Source: an optimization exercise on an open RTL-to-GDS flow (aim: small area, a short achievable clock period and few clock cycles per item). Production flows keep margins and buffers that such runs may drop.
The RTL was checked by simulation tests, not by an equivalence proof against the original design.

== job 102 ==
## DIVIDER_wrapper
module DIVIDER_wrapper(
    input clk, go, clr,
    input [1:0] func3,
    input [31:0] rs1, rs2,
    output done,
    output logic [31:0] rd);
Settings: LEC_CHECK=0, ABC_CLOCK_PERIOD_IN_PS=3000, CAP_MARGIN=20, CORE_MARGIN=2, CORE_UTILIZATION=40, SETUP_SLACK_MARGIN=5, SLEW_MARGIN=20; clock period 10.0 ns.
run.sh (not shown) runs the stock make flow with config.mk's settings and CLKGATE_MAP_FILE= SYNTH_SCRIPT=/design/flow/synth_recipe.tcl, a recipe that flattens the netlist after the stock synthesis.
Testbench counts of job 102, summed over its fixed seeds: cycles 15,354, items 3,200.
Inputs modified between job 102 and job 104:
Settings: clearing SETUP_SLACK_MARGIN, which used to be 5; clearing ABC_CLOCK_PERIOD_IN_PS, which used to be 3000.
Results
- In job 104 the final non-filler cell total turned out about 6.5% lower than in job 102.
- Standard cell with the maximum stage delay on the critical path: sky130_fd_sc_hd__a2111oi_4 -> job 102, sky130_fd_sc_hd__a2111oi_2 -> job 104

========
== yarrow ==
Another version of the RTL of DIVIDER_wrapper (not shown whole).
Size in the first run: roughly 110 flip-flops, ~100 I/O pins, roughly 0.012 mm^2 of cells after synthesis.
// DIVIDER_wrapper
module DIVIDER_wrapper(
    input clk, go, clr,
    input [1:0] func3,
    input [31:0] rs1, rs2,
    output done,
    output logic [31:0] rd);
Settings: LEC_CHECK=0, ABC_CLOCK_PERIOD_IN_PS=3000, CAP_MARGIN=20, CORE_MARGIN=2, CORE_UTILIZATION=40, SETUP_SLACK_MARGIN=5, SLEW_MARGIN=20; clock period 10.0 ns.
Testbench counts of yarrow, summed over its fixed seeds: cycles 36,209, items 3,200.
## Diff of input files: amber against yarrow
Settings: removing SETUP_SLACK_MARGIN (formerly 5); removing ABC_CLOCK_PERIOD_IN_PS (formerly 3000).
Findings:
Comparing yarrow with amber, the wire length came out essentially unchanged.
Of amber and yarrow, it is amber that has the lower minimum setup slack in the final design.
amber: utilization after layout lower than yarrow
Compared with yarrow, amber shows a higher portion of the clock cycle consumed by the worst path in the final layout.
Looking at critical path's slowest cell, the sky130_fd_sc_hd__or4b_2 result is from yarrow; the sky130_fd_sc_hd__nor2_1 one comes from amber.
Compared with yarrow, in amber non-clock buffer count down about 7%; sequential share of layout area moved up.
| slew at the pin closest to its max-slew limit | amber vs yarrow | 0.16 ns higher |
Number of nets in the finished design in amber is 9 lower than in yarrow

========
## oak
The RTL this note starts from:
==> flow/design.v <==
module DIVIDER (
    input  logic        clk, clr, go,
    input  logic [1:0]  func3,
    input  logic [31:0] rs1, rs2,
    output logic        done,
    output logic [31:0] rd
);
localparam logic [1:0] S_PREP = 2'd0, S_ITER = 2'd1, S_FIN = 2'd2;
logic [1:0]  state;
logic        done_r;
logic [31:0] R, B, Q;
logic [3:0]  cnt;
logic        neg_q, neg_r, is_rem;
assign done = done_r;
assign rd   = R;     
logic        sgn;
logic [31:0] abs_a, abs_b;
assign sgn   = ~func3[0];
assign abs_a = (sgn & rs1[31]) ? -rs1 : rs1;
assign abs_b = (sgn & rs2[31]) ? -rs2 : rs2;
logic [5:0]  za, zb;
logic [6:0]  dd;
logic        b_zero, short_op;
lzc32 lz_a (.x(R), .n(za));
lzc32 lz_b (.x(B), .n(zb));
assign dd       = {1'b0, zb} - {1'b0, za};
assign b_zero   = zb[5];
assign short_op = b_zero | dd[6];
logic [32:0] d1;
logic [33:0] d2;
logic [34:0] d3, csa_s, csa_c, x3, y3, z3;
logic        ge1, ge2, ge3;
addbk #(.W(33)) add1 (.a({1'b0, R}), .b(~{1'b0, B}), .cin(1'b1), .s(d1));
addbk #(.W(34)) add2 (.a({2'b0, R}), .b(~{1'b0, B, 1'b0}), .cin(1'b1), .s(d2));
assign x3 = {3'b0, R};
assign y3 = {3'b0, B};
assign z3 = ~{1'b0, B, 2'b0};
assign csa_s = x3 ^ y3 ^ z3;
assign csa_c = (x3 & y3) | (x3 & z3) | (y3 & z3);
addbk #(.W(35)) add3 (.a(csa_s), .b({csa_c[33:0], 1'b1}), .cin(1'b0), .s(d3));
assign ge1 = ~d1[32];
assign ge2 = ~d2[33];
assign ge3 = ~d3[34];
logic [31:0] r_next;
logic [1:0]  qd;
always_comb begin
    if (ge3)      r_next = d3[31:0];
    else if (ge2) r_next = d2[31:0];
    else if (ge1) r_next = d1[31:0];
    else          r_next = R;
end
assign qd = {ge2, ge3 | (ge1 & ~ge2)};
logic [31:0] negx;
assign negx = -R;
logic need_neg;
assign need_neg = is_rem ? neg_r : neg_q;
always_ff @(posedge clk) begin
    if (done_r) begin
        B      <= abs_b;
        is_rem <= func3[1];
        neg_r  <= sgn & rs1[31];
        neg_q  <= sgn & (rs1[31] ^ rs2[31]) & (rs2 != 32'b0);
    end else if (state == S_PREP) begin
        B      <= B << {dd[4:1], 1'b0};
    end else begin
        B      <= {2'b0, B[31:2]};
    end
    if (state == S_PREP) begin
        Q   <= 32'b0;
        cnt <= dd[4:1];
    end else begin
        Q   <= {Q[29:0], qd};
        cnt <= cnt - 4'd1;
    end
end
always_ff @(posedge clk) begin
    if (clr) begin
        done_r <= 1'b1;
        state  <= S_PREP;
    end else if (done_r) begin
        if (go) begin
            R      <= abs_a;
            state  <= S_PREP;
            done_r <= 1'b0;
        end
    end else begin
        case (state)
        S_PREP: begin
            if (short_op & ~is_rem) R <= {32{b_zero}};
            if (short_op) begin
                if (is_rem & neg_r) state <= S_FIN;
                else done_r <= 1'b1;
            end else begin
                state <= S_ITER;
            end
        end
        S_ITER: begin
            if ((cnt == 4'd0) & ~is_rem) R <= {Q[29:0], qd};
            else                         R <= r_next;
            if (cnt == 4'd0) begin
                if (need_neg) state <= S_FIN;
                else done_r <= 1'b1;
            end
        end
        default: begin
            R <= negx;
            done_r <= 1'b1;
        end
        endcase
    end
end
endmodule
module addbk #(parameter int W = 32, parameter int LG = 6) (
    input  logic [W-1:0] a, b,
    input  logic         cin,
    output logic [W-1:0] s
);
    logic [W-1:0] p, g, pp, gg;
    always_comb begin
        p  = a ^ b;
        g  = a & b;
        pp = p;
        gg = g;
        gg[0] = g[0] | (p[0] & cin);
        for (int i = 1; i <= LG; i++)
            for (int j = 2**i - 1; j < W; j = j + 2**i) begin
                gg[j] = gg[j] | (pp[j] & gg[j - 2**(i-1)]);
                pp[j] = pp[j] & pp[j - 2**(i-1)];
            end
        for (int i = LG; i > 0; i--)
            for (int j = 2**i + 2**(i-1) - 1; j < W; j = j + 2**i) begin
                gg[j] = gg[j] | (pp[j] & gg[j - 2**(i-1)]);
                pp[j] = pp[j] & pp[j - 2**(i-1)];
            end
        s = p ^ {gg[W-2:0], cin};
    end
endmodule
module lzc32 (
    input  logic [31:0] x,
    output logic [5:0]  n
);
    logic [15:0] z1; logic [15:0] c1;
    logic [7:0]  z2; logic [1:0] c2 [8];
    logic [3:0]  z3; logic [2:0] c3 [4];
    logic [1:0]  z4; logic [3:0] c4 [2];
    logic [4:0]  c5;
    always_comb begin
        for (int i = 0; i < 16; i++) begin
            z1[i] = ~(x[2*i+1] | x[2*i]);
            c1[i] = ~x[2*i+1];
        end
        for (int i = 0; i < 8; i++) begin
            z2[i] = z1[2*i+1] & z1[2*i];
            c2[i] = z1[2*i+1] ? {1'b1, c1[2*i]} : {1'b0, c1[2*i+1]};
        end
        for (int i = 0; i < 4; i++) begin
            z3[i] = z2[2*i+1] & z2[2*i];
            c3[i] = z2[2*i+1] ? {1'b1, c2[2*i]} : {1'b0, c2[2*i+1]};
        end
        for (int i = 0; i < 2; i++) begin
            z4[i] = z3[2*i+1] & z3[2*i];
            c4[i] = z3[2*i+1] ? {1'b1, c3[2*i]} : {1'b0, c3[2*i+1]};
        end
        c5 = z4[1] ? {1'b1, c4[0]} : {1'b0, c4[1]};
        n  = (z4[1] & z4[0]) ? 6'd32 : {1'b0, c5};
    end
endmodule
module DIVIDER_wrapper(
    input clk, go, clr,
    input [1:0] func3,
    input [31:0] rs1, rs2,
    output done,
    output logic [31:0] rd);
    DIVIDER divider(.clk(clk), .clr(clr), .go(go), .func3(func3),
                    .rs1(rs1), .rs2(rs2), .done(done), .rd(rd));
endmodule
==> flow/config.mk <==
export PLATFORM = sky130hd
export DESIGN_NAME = DIVIDER_wrapper
export DESIGN_NICKNAME = DIVIDER_wrapper
export VERILOG_FILES = /design/flow/design.v
export SDC_FILE = /design/flow/constraint.sdc
export NUM_CORES = 4
export LEC_CHECK = 0
export ABC_CLOCK_PERIOD_IN_PS = 3000
export CAP_MARGIN = 20
export CORE_MARGIN = 2
export CORE_UTILIZATION = 40
export SETUP_SLACK_MARGIN = 5
export SLEW_MARGIN = 20
==> flow/constraint.sdc <==
create_clock -name core_clock -period 10.0 [get_ports {clk}]
set_input_delay 2.0000 -clock core_clock [delete_from_list [all_inputs] [get_ports {clk}]]
set_output_delay 2.0000 -clock core_clock [all_outputs]
set_load 0.01 [all_outputs]
standard.sh (not shown) runs the stock make flow with config.mk's settings and CLKGATE_MAP_FILE= SYNTH_SCRIPT=/design/flow/synth_recipe.tcl, a recipe that flattens the netlist after the stock synthesis.
==> flow/flow/run.sh <==
#!/bin/bash
# Standard ORFS layout, with repair_timing aiming for extra setup slack.
set -euo pipefail
bash standard.sh SETUP_SLACK_MARGIN=5.6 finish > standard_flow.log 2>&1
Testbench counts of oak, summed over its fixed seeds: cycles 22,314, items 3,200.
Setup changes, oak to pine
==> flow/run.sh (new file) <==
#!/bin/bash
# synth_recipe.tcl (not shown) runs the flow's synth.tcl, then flattens the netlist and writes it again
# the make line also repeats each setting of config.mk as NAME=value (left out here)
make -C /OpenROAD-flow-scripts/flow DESIGN_CONFIG=/design/flow/config.mk WORK_HOME=/design/flow/orfs CLKGATE_MAP_FILE= SYNTH_SCRIPT=/design/flow/synth_recipe.tcl finish
removed: flow/flow/run.sh
removed: flow/standard.sh
Findings:
On worst-skew pair later-pin latency, oak and pine are basically level. In pine the number of detailed-route iterations in the first pass turned out 1 higher than in oak. pine reports a lower number of gates resized after cts than oak does. Per the comparison of pine with oak, overall routing resource usage down 0.68 points. Tapcell count came out exactly the same in oak and pine.

## separate check: timing with driven ports
How much do the figures lean on ideal ports? The routed layouts below were timed once more, with nothing changed but the port constraints.
Step 1 assumes that a clkbuf_16 drives the clock port and a buf_2 every other input.
Step 2 moves the port delays by t, midway between the first and last clock arrival at a register: inputs arrive t later, outputs are due t later. That takes back most of the time a late clock gives input paths.
Slacks: ideal ports / drivers / drivers and shift; pairs: ideal ports / drivers.
| run | t, ns | setup WS [ns] | cell pins on the clock port's net |
|---|---|---|---|
| job 102 | 0.419 | 2.145 / 2.145 / 2.145 | 1 |
| job 104 | 0.440 | 0.602 / 0.602 / 0.280 | 1 |
| yarrow | 0.416 | 5.234 / 5.257 / 4.842 | 1 |
| amber | 0.412 | 4.750 / 4.750 / 4.676 | 1 |
| oak | 0.425 | 5.541 / 5.541 / 5.266 | 1 |
| pine | 0.422 | 5.185 / 5.185 / 4.837 | 1 |
After both steps every run listed still meets setup and hold. For yarrow, which loses most, drivers alone change the setup slack by +0.023 ns; drivers and shift together by -0.392 ns.
